This is an optimization exercise on Yosys and OpenROAD, whose aim is small area, a short achievable clock period and few clock cycles, not a production implementation.
Where RTL was checked, it was by simulation tests only, not by an equivalence proof against the original.
Power is estimated from default activity; no workload was simulated.

Setup of job 8535:
==> flow/design.v <==
module JAM (
	input				CLK,
	input				RST,
	output	reg	[2:0]	W,
	output	reg	[2:0]	J,
	input		[6:0]	Cost,
	output	reg	[3:0]	MatchCount,
	output	reg	[9:0]	MinCost,
	output	reg			Valid
);
localparam	S_A		= 4'd0;		 
localparam	S_SEL	= 4'd2;		 
localparam	S_C		= 4'd3;		 
localparam	S_D		= 4'd4;		 
localparam	S_AUG	= 4'd5;		 
localparam	S_B1	= 4'd7;		 
localparam	S_B2	= 4'd8;		 
localparam	S_CNT	= 4'd9;		 
localparam	S_DONE	= 4'd10;
localparam	S_UW	= 4'd6;		 
localparam	O_NONE	= 3'd0;
localparam	O_A		= 3'd1;
localparam	O_D		= 3'd3;
localparam	O_B1	= 3'd4;
localparam	O_B2	= 3'd5;
reg [3:0]	state;
reg [6:0]	nv   [0:7];		 
reg [7:0]	dst  [0:7];		 
reg [2:0]	pred [0:7];		 
reg [2:0]	p    [0:7];		 
reg [7:0]	mcol;			 
reg [7:0]	sc;				 
reg [8:0]	delta;			 
reg [7:0]	ur;				 
reg [7:0]	bv;				 
reg [2:0]	bj;				 
reg [2:0]	jc;				 
reg [2:0]	I;				 
reg			first;
reg [2:0]	op2;
reg [6:0]	c2;				 
reg [2:0]	j2;				 
reg [2:0]	w2;				 
reg			f2;				 
reg [8:0]	q2;				 
wire [6:0]	nvp = q2[6:0];
reg [7:0]	dstp;			 
function [3:0] next_free;
	input [7:0] b;
	input [3:0] a;
	integer k;
	begin
		next_free = 4'd8;
		for (k = 7; k >= 0; k = k - 1)
			if (!b[k] && (a[3] || k > a)) next_free = k;
	end
endfunction
function [2:0] col_of;
	input [2:0] r;
	input [23:0] pp;
	integer k;
	begin
		col_of = 3'd0;
		for (k = 0; k < 8; k = k + 1)
			if (pp[3*k +: 3] == r) col_of = k;
	end
endfunction
wire [23:0]	p_flat = {p[7], p[6], p[5], p[4], p[3], p[2], p[1], p[0]};
wire [8:0]	nd    = q2 + c2;
wire		upd   = nd < {1'b0, dstp};
wire		take  = f2 || (upd ? nd < {1'b0, bv} : dstp < bv);
wire [7:0]	d_a   = c2 + nvp;
wire [7:0]	tc    = d_a;
wire		tight = tc == ur;
wire [7:0]	onehot2 = 8'd1 << j2;
wire		take_a = j2 == 3'd0 || d_a < bv;
wire		take_f = (op2 == O_A) ? take_a : (op2 == O_D) && take;
wire [7:0]	val_f  = (op2 == O_A) ? d_a : (upd ? nd[7:0] : dstp);
wire [7:0]	bv_f   = take_f ? val_f : bv;
wire [2:0]	bj_f   = take_f ? j2 : bj;
wire		mc_f   = take_f ? mcol[j2] : mcol[bj];
wire [2:0]	p_f    = take_f ? p[j2] : p[bj];
wire		byp   = (op2 == O_B1 || op2 == O_B2) && j2 == J;
wire [6:0]	nvJ   = byp ? nvp : nv[J];
wire [7:0]	dstJ  = dst[J];
wire [6:0]	nv_upJ = ((state == S_A || ((state == S_B1 || state == S_B2) && W == 3'd0)) && sc[J]) ? nvJ + delta[6:0] - dstJ[6:0] : nvJ;
wire [6:0]	nv_iss = (state == S_A && I == 3'd0) ? 7'd0 : nv_upJ;
wire [8:0]	dq    = first ? delta - {2'b00, q2[6:0]} : delta;
wire [3:0]	n_sc  = next_free(sc, {1'b0, J});
wire [3:0]	n_mc  = next_free(mcol, {1'b0, J});
wire [3:0]	n_sc0 = next_free(sc, 4'd8);
wire [7:0]	onehotJ = 8'd1 << J;
wire [7:0]	trow  = dst[I];
wire [3:0]	n_cnt = next_free(~trow | sc, first ? 4'd8 : {1'b0, bj});
wire [2:0]	jbk   = pred[I - 3'd1];
wire [7:0]	sc_bk = sc & ~(8'd1 << jbk);
wire [3:0]	n_par = next_free(~dst[I - 3'd1] | sc_bk, {1'b0, jbk});
wire [7:0]	fr    = ~sc;
reg  [7:0]	f_lo, f_hi;
integer q;
always @(*) begin
	for (q = 0; q < 8; q = q + 1) begin
		f_lo[q] = fr[q] && ((fr & ((8'd1 << q) - 8'd1)) == 8'd0);
		f_hi[q] = fr[q] && ((fr & ~((8'd2 << q) - 8'd1)) == 8'd0);
	end
end
wire [7:0]	f_mid = fr & ~f_lo & ~f_hi;
wire [7:0]	t5    = dst[5];
wire [7:0]	t6    = dst[6];
wire [7:0]	t7    = dst[7];
wire [2:0]	ra    = {|(t5 & f_hi), |(t5 & f_mid), |(t5 & f_lo)};
wire [2:0]	rb    = {|(t6 & f_hi), |(t6 & f_mid), |(t6 & f_lo)};
wire [2:0]	rc    = {|(t7 & f_hi), |(t7 & f_mid), |(t7 & f_lo)};
wire [2:0]	c5    = {2'b00, ra[0] & rb[1] & rc[2]} + {2'b00, ra[0] & rb[2] & rc[1]}
					+ {2'b00, ra[1] & rb[0] & rc[2]} + {2'b00, ra[1] & rb[2] & rc[0]}
					+ {2'b00, ra[2] & rb[0] & rc[1]} + {2'b00, ra[2] & rb[1] & rc[0]};
always @(posedge CLK) begin
	if (RST) begin
		state		<= S_A;
		op2			<= O_NONE;
		I			<= 3'd0;
		W			<= 3'd0;
		J			<= 3'd0;
		mcol		<= 8'd0;
		sc			<= 8'd0;
		MinCost		<= 10'd0;
		MatchCount	<= 4'd0;
		Valid		<= 1'b0;
	end else begin
		c2	<= Cost;
		q2	<= (state == S_D) ? dq + {2'b00, nvJ} : {2'b00, nv_iss};
		dstp	<= dstJ;
		j2	<= J;
		w2	<= W;
		case (op2)
		O_A: begin
			nv[j2]	<= nvp;
			dst[j2]	<= d_a;
			pred[j2]	<= j2;
			sc[j2]	<= 1'b0;
			if (take_a) begin
				bv	<= d_a;
				bj	<= j2;
			end
		end
		O_D: begin
			if (upd) begin
				dst[j2]	<= nd[7:0];
				pred[j2]	<= jc;
			end
			if (take) begin
				bv	<= upd ? nd[7:0] : dstp;
				bj	<= j2;
			end
		end
		O_B1: begin
			nv[j2]	<= nvp;
			ur		<= tc;
			MinCost	<= MinCost + c2;
			bv		<= onehot2;
		end
		O_B2: begin
			nv[j2]	<= nvp;
			if (tight) bv[j2] <= 1'b1;
			if (f2) dst[w2] <= bv | (tight ? onehot2 : 8'd0);
		end
		default: ;
		endcase
		op2	<= O_NONE;
		f2	<= 1'b0;
		case (state)
		S_A: begin
			op2		<= O_A;
			J		<= J + 3'd1;
			if (J == 3'd7) state <= S_SEL;
		end
		S_SEL: begin
			delta	<= {1'b0, bv_f};
			J		<= bj_f;
			if (!mc_f) begin
				state	<= S_AUG;
			end else begin
				sc[bj_f]	<= 1'b1;
				jc		<= bj_f;
				W		<= p_f;
				state	<= S_C;
			end
		end
		S_C: begin
			delta	<= delta - {2'b00, Cost};
			J		<= n_sc0[2:0];
			first	<= 1'b1;
			state	<= S_D;
		end
		S_D: begin
			op2		<= O_D;
			f2		<= first;
			first	<= 1'b0;
			delta	<= dq;
			if (!n_sc[3]) J <= n_sc[2:0];
			else state <= S_SEL;
		end
		S_AUG: begin
			mcol[J]	<= 1'b1;
			if (pred[J] == J) begin
				p[J]	<= I;
				J		<= 3'd0;
				if (I == 3'd7) begin
					state	<= S_UW;
				end else begin
					I		<= I + 3'd1;
					W		<= I + 3'd1;
					state	<= S_A;
				end
			end else begin
				p[J]	<= p[pred[J]];
				J		<= pred[J];
			end
		end
		S_UW: begin
			W		<= 3'd0;
			J		<= col_of(3'd0, p_flat);
			state	<= S_B1;
		end
		S_B1: begin
			op2		<= O_B1;
			mcol	<= onehotJ;
			J		<= next_free(onehotJ, 4'd8);
			state	<= S_B2;
		end
		S_B2: begin
			op2		<= O_B2;
			if (!n_mc[3]) begin
				J		<= n_mc[2:0];
			end else begin
				f2		<= 1'b1;
				if (W == 3'd7) begin
					sc		<= 8'd0;
					I		<= 3'd0;
					first	<= 1'b1;
					state	<= S_CNT;
				end else begin
					W		<= W + 3'd1;
					J		<= col_of(W + 3'd1, p_flat);
					state	<= S_B1;
				end
			end
		end
		S_CNT: begin
			if (I == 3'd5) MatchCount <= MatchCount + {1'b0, c5};
			if (I != 3'd5 && !n_cnt[3]) begin
				pred[I]	<= n_cnt[2:0];
				sc[n_cnt[2:0]]	<= 1'b1;
				I		<= I + 3'd1;
				first	<= 1'b1;
			end else if (I == 3'd0) begin
				state	<= S_DONE;
			end else if (!n_par[3]) begin
				pred[I - 3'd1]	<= n_par[2:0];
				sc		<= sc_bk | (8'd1 << n_par[2:0]);
				first	<= 1'b1;
			end else begin
				I		<= I - 3'd1;
				sc		<= sc_bk;
				bj		<= jbk;
				first	<= 1'b0;
			end
		end
		default: begin
			Valid	<= 1'b1;
		end
		endcase
	end
end
endmodule
Settings: LEC_CHECK=0, ABC_AREA=1, CAP_MARGIN=20, CORE_MARGIN=2, CORE_UTILIZATION=40, SETUP_SLACK_MARGIN=5, SLEW_MARGIN=20; clock period 10.0 ns.
standard.sh (not shown) runs the stock make flow with config.mk's settings and CLKGATE_MAP_FILE= SYNTH_SCRIPT=/design/flow/synth_recipe.tcl, a recipe that flattens the netlist after the stock synthesis.
==> flow/flow/run.sh <==
#!/bin/bash
set -euo pipefail
sed 's/SETUP_SLACK_MARGIN=[0-9.]*/SETUP_SLACK_MARGIN=6/' standard.sh > standard_margin.sh
grep -q 'SETUP_SLACK_MARGIN=6' standard_margin.sh
bash standard_margin.sh > flow_make.log 2>&1
Job 8535 ended with every stage complete and zero timing, DRC or antenna violations.
Testbench counts of job 8535, summed over its fixed seeds: cycles 11,742.
Input changes introduced in job 7629 (baseline for comparison: job 8535):
diff --git a/flow/design.v b/flow/design.v
--- a/flow/design.v
+++ b/flow/design.v
@@ -5,9 +5,9 @@
 	output	reg	[2:0]	J,
 	input		[6:0]	Cost,
 	output	reg	[3:0]	MatchCount,
 	output	reg	[9:0]	MinCost,
-	output	reg			Valid
+	output				Valid
 );
 localparam	S_A		= 4'd0;		 
 localparam	S_SEL	= 4'd2;		 
 localparam	S_C		= 4'd3;		 
@@ -22,8 +22,11 @@
 localparam	O_A		= 3'd1;
 localparam	O_D		= 3'd3;
 localparam	O_B1	= 3'd4;
 localparam	O_B2	= 3'd5;
+reg			rst_q;
+reg			valid_r;
+assign Valid = valid_r & ~rst_q;
 reg [3:0]	state;
 reg [6:0]	nv   [0:7];		 
 reg [7:0]	dst  [0:7];		 
 reg [2:0]	pred [0:7];		 
@@ -44,8 +47,9 @@
 reg			f2;				 
 reg [8:0]	q2;				 
 wire [6:0]	nvp = q2[6:0];
 reg [7:0]	dstp;			 
+reg [2:0]	predp;			 
 function [3:0] next_free;
 	input [7:0] b;
 	input [3:0] a;
 	integer k;
@@ -67,8 +71,9 @@
 endfunction
 wire [23:0]	p_flat = {p[7], p[6], p[5], p[4], p[3], p[2], p[1], p[0]};
 wire [8:0]	nd    = q2 + c2;
 wire		upd   = nd < {1'b0, dstp};
+wire [7:0]	dn    = upd ? nd[7:0] : dstp;
 wire		take  = f2 || (upd ? nd < {1'b0, bv} : dstp < bv);
 wire [7:0]	d_a   = c2 + nvp;
 wire [7:0]	tc    = d_a;
 wire		tight = tc == ur;
@@ -77,12 +82,12 @@
 wire		take_f = (op2 == O_A) ? take_a : (op2 == O_D) && take;
 wire [7:0]	val_f  = (op2 == O_A) ? d_a : (upd ? nd[7:0] : dstp);
 wire [7:0]	bv_f   = take_f ? val_f : bv;
 wire [2:0]	bj_f   = take_f ? j2 : bj;
+wire [7:0]	onehotbj = 8'd1 << bj;
 wire		mc_f   = take_f ? mcol[j2] : mcol[bj];
 wire [2:0]	p_f    = take_f ? p[j2] : p[bj];
-wire		byp   = (op2 == O_B1 || op2 == O_B2) && j2 == J;
-wire [6:0]	nvJ   = byp ? nvp : nv[J];
+wire [6:0]	nvJ   = nv[J];
 wire [7:0]	dstJ  = dst[J];
 wire [6:0]	nv_upJ = ((state == S_A || ((state == S_B1 || state == S_B2) && W == 3'd0)) && sc[J]) ? nvJ + delta[6:0] - dstJ[6:0] : nvJ;
 wire [6:0]	nv_iss = (state == S_A && I == 3'd0) ? 7'd0 : nv_upJ;
 wire [8:0]	dq    = first ? delta - {2'b00, q2[6:0]} : delta;
@@ -113,10 +118,11 @@
 wire [2:0]	rc    = {|(t7 & f_hi), |(t7 & f_mid), |(t7 & f_lo)};
 wire [2:0]	c5    = {2'b00, ra[0] & rb[1] & rc[2]} + {2'b00, ra[0] & rb[2] & rc[1]}
 					+ {2'b00, ra[1] & rb[0] & rc[2]} + {2'b00, ra[1] & rb[2] & rc[0]}
 					+ {2'b00, ra[2] & rb[0] & rc[1]} + {2'b00, ra[2] & rb[1] & rc[0]};
+always @(posedge CLK) rst_q <= RST;
 always @(posedge CLK) begin
-	if (RST) begin
+	if (rst_q) begin
 		state		<= S_A;
 		op2			<= O_NONE;
 		I			<= 3'd0;
 		W			<= 3'd0;
@@ -124,13 +130,14 @@
 		mcol		<= 8'd0;
 		sc			<= 8'd0;
 		MinCost		<= 10'd0;
 		MatchCount	<= 4'd0;
-		Valid		<= 1'b0;
+		valid_r		<= 1'b0;
 	end else begin
 		c2	<= Cost;
 		q2	<= (state == S_D) ? dq + {2'b00, nvJ} : {2'b00, nv_iss};
 		dstp	<= dstJ;
+		predp	<= pred[J];
 		j2	<= J;
 		w2	<= W;
 		case (op2)
 		O_A: begin
@@ -143,14 +150,12 @@
 				bj	<= j2;
 			end
 		end
 		O_D: begin
-			if (upd) begin
-				dst[j2]	<= nd[7:0];
-				pred[j2]	<= jc;
-			end
+			dst[j2]	<= dn;
+			pred[j2]	<= upd ? jc : predp;
 			if (take) begin
-				bv	<= upd ? nd[7:0] : dstp;
+				bv	<= dn;
 				bj	<= j2;
 			end
 		end
 		O_B1: begin
@@ -176,16 +181,12 @@
 		end
 		S_SEL: begin
 			delta	<= {1'b0, bv_f};
 			J		<= bj_f;
-			if (!mc_f) begin
-				state	<= S_AUG;
-			end else begin
-				sc[bj_f]	<= 1'b1;
-				jc		<= bj_f;
-				W		<= p_f;
-				state	<= S_C;
-			end
+			jc		<= bj_f;
+			sc		<= (sc & ~((op2 == O_A) ? onehot2 : 8'd0)) | (take_f ? onehot2 : onehotbj);
+			if (mc_f) W <= p_f;
+			state	<= mc_f ? S_C : S_AUG;
 		end
 		S_C: begin
 			delta	<= delta - {2'b00, Cost};
 			J		<= n_sc0[2:0];
@@ -205,8 +206,9 @@
 			if (pred[J] == J) begin
 				p[J]	<= I;
 				J		<= 3'd0;
 				if (I == 3'd7) begin
+					W		<= 3'd0;
 					state	<= S_UW;
 				end else begin
 					I		<= I + 3'd1;
 					W		<= I + 3'd1;
@@ -217,10 +219,9 @@
 				J		<= pred[J];
 			end
 		end
 		S_UW: begin
-			W		<= 3'd0;
-			J		<= col_of(3'd0, p_flat);
+			J		<= col_of(W, p_flat);
 			state	<= S_B1;
 		end
 		S_B1: begin
 			op2		<= O_B1;
@@ -241,9 +242,9 @@
 					state	<= S_CNT;
 				end else begin
 					W		<= W + 3'd1;
 					J		<= col_of(W + 3'd1, p_flat);
-					state	<= S_B1;
+					state	<= (W == 3'd0) ? S_UW : S_B1;
 				end
 			end
 		end
 		S_CNT: begin
@@ -266,9 +267,9 @@
 				first	<= 1'b0;
 			end
 		end
 		default: begin
-			Valid	<= 1'b1;
+			valid_r	<= 1'b1;
 		end
 		endcase
 	end
 end
Notes after the runs:
Relative to job 8535, the post-layout total power measured on job 7629 has decreased by a few percent. Number of cells traversed by the worst register-to-register path in job 7629 vs job 8535: down 12. Design area: job 8535 vs job 7629, no meaningful difference. On combined buffer and inverter count along the critical path: between job 8535 and job 7629, it ends up higher for job 8535. Critical path endpoint: jc[0] -> job 8535, J[2] -> job 7629. Wire length reported by the detailed router in job 7629 is about 4.6% higher than in job 8535.
Only the layout flow was run in job 7629; the RTL was not checked for function there.

* * *

== run P ==
RTL: the design.v shown in full above, as it stands there.
==> flow/config.mk <==
export PLATFORM = sky130hd
export DESIGN_NAME = JAM
export DESIGN_NICKNAME = JAM
export VERILOG_FILES = /design/flow/design.v
export SDC_FILE = /design/flow/constraint.sdc
export NUM_CORES = 4
export LEC_CHECK = 0
export ABC_AREA = 1
export CAP_MARGIN = 20
export CORE_MARGIN = 2
export CORE_UTILIZATION = 40
export SETUP_SLACK_MARGIN = 5
export SLEW_MARGIN = 20
==> flow/constraint.sdc <==
create_clock -name core_clock -period 10.0 [get_ports {CLK}]
set_input_delay 2.0000 -clock core_clock [delete_from_list [all_inputs] [get_ports {CLK}]]
set_output_delay 2.0000 -clock core_clock [all_outputs]
set_load 0.01 [all_outputs]
==> flow/flow/run.sh <==
#!/bin/bash
set -euo pipefail
sed 's/SETUP_SLACK_MARGIN=[0-9.]*/SETUP_SLACK_MARGIN=7/' standard.sh > standard_margin.sh
grep -q 'SETUP_SLACK_MARGIN=7' standard_margin.sh
bash standard_margin.sh > flow_make.log 2>&1
Having completed the whole flow, run P delivered a layout that passed the timing, design-rule and antenna checks.
Testbench counts of run P, summed over its fixed seeds: cycles 11,742.
Input-level comparison between run Y and run P:
--- a/flow/design.v
+++ b/flow/design.v
@@ -45,6 +45,7 @@
 reg [8:0]	q2;				 
 wire [6:0]	nvp = q2[6:0];
 reg [7:0]	dstp;			 
+reg [2:0]	predp;			 
 function [3:0] next_free;
 	input [7:0] b;
 	input [3:0] a;
@@ -68,6 +69,7 @@
 wire [23:0]	p_flat = {p[7], p[6], p[5], p[4], p[3], p[2], p[1], p[0]};
 wire [8:0]	nd    = q2 + c2;
 wire		upd   = nd < {1'b0, dstp};
+wire [7:0]	dn    = upd ? nd[7:0] : dstp;
 wire		take  = f2 || (upd ? nd < {1'b0, bv} : dstp < bv);
 wire [7:0]	d_a   = c2 + nvp;
 wire [7:0]	tc    = d_a;
@@ -78,6 +80,7 @@
 wire [7:0]	val_f  = (op2 == O_A) ? d_a : (upd ? nd[7:0] : dstp);
 wire [7:0]	bv_f   = take_f ? val_f : bv;
 wire [2:0]	bj_f   = take_f ? j2 : bj;
+wire [7:0]	onehotbj = 8'd1 << bj;
 wire		mc_f   = take_f ? mcol[j2] : mcol[bj];
 wire [2:0]	p_f    = take_f ? p[j2] : p[bj];
 wire		byp   = (op2 == O_B1 || op2 == O_B2) && j2 == J;
@@ -130,6 +133,7 @@
 		c2	<= Cost;
 		q2	<= (state == S_D) ? dq + {2'b00, nvJ} : {2'b00, nv_iss};
 		dstp	<= dstJ;
+		predp	<= pred[J];
 		j2	<= J;
 		w2	<= W;
 		case (op2)
@@ -144,12 +148,10 @@
 			end
 		end
 		O_D: begin
-			if (upd) begin
-				dst[j2]	<= nd[7:0];
-				pred[j2]	<= jc;
-			end
+			dst[j2]	<= dn;
+			pred[j2]	<= upd ? jc : predp;
 			if (take) begin
-				bv	<= upd ? nd[7:0] : dstp;
+				bv	<= dn;
 				bj	<= j2;
 			end
 		end
@@ -177,14 +179,10 @@
 		S_SEL: begin
 			delta	<= {1'b0, bv_f};
 			J		<= bj_f;
-			if (!mc_f) begin
-				state	<= S_AUG;
-			end else begin
-				sc[bj_f]	<= 1'b1;
-				jc		<= bj_f;
-				W		<= p_f;
-				state	<= S_C;
-			end
+			jc		<= bj_f;
+			sc		<= (sc & ~((op2 == O_A) ? onehot2 : 8'd0)) | (take_f ? onehot2 : onehotbj);
+			if (mc_f) W <= p_f;
+			state	<= mc_f ? S_C : S_AUG;
 		end
 		S_C: begin
 			delta	<= delta - {2'b00, Cost};
--- outcome ---
Re non-clock inverter count in the final layout: run Y and run P aren't equal, and the higher value belongs to run Y.
Cell count: run Y higher than run P
Summary: with run P as the reference, synthesized netlist cell count in run Y moved up by a few percent.
The horizontal die dimension number comes out higher for run Y vs run P.
Compared with run P, in run Y post-detailed-placement half-perimeter wirelength saw an increase; transition time at the pin with the least slew margin moved up; flip-flop and latch count now sits higher; synthesized-area fraction occupied by ao, oa, aoi and oai cells went down 0.60 points.
Run Y gives more final design utilization than run P did.
Reported sequential group power: run Y vs run P up about 8%
Total design power in run Y vs run P: up 22%
Run Y has cell depth of the worst hold path below what run P had.
Against run P, area of the core region in run Y rose slightly.
Taking run Y over run P, the design area ratio works out to 1.08.
Testbench counts of run Y, summed over its fixed seeds: cycles 11,742.

## what the ideal ports hide
No port has a modelled driver above. Below, the same layouts with a new extraction and two added sets of constraints. Step 1, drivers: a clkbuf_16 drives CLK and a buf_2 each remaining input, both assumed. Step 2 moves the port delays by t, midway between the first and last clock arrival at a register: inputs arrive t later, outputs are due t later. That takes back most of the time a late clock gives input paths. Three values: ideal ports, drivers, drivers and shift; two values: the first two.
run | t (ns) | slack for setup (ns) | worst setup path at the end | slew at the worst register clock pin (ns)
job 8535 | 0.621 | 5.807 / 5.807 / 5.279 | input to register | 0.07 / 0.07
job 7629 | 0.615 | 6.035 / 5.977 / 5.574 | input to register | 0.07 / 0.07
run P | 0.619 | 5.777 / 5.777 / 5.526 | input to register | 0.07 / 0.07
run Y | 0.621 | 6.020 / 6.020 / 5.810 | input to register | 0.07 / 0.07
After both steps setup and hold are still met in every run listed. The setup slack of job 8535, which loses most, moves by 0.000 ns with the drivers and by -0.528 ns with both steps.
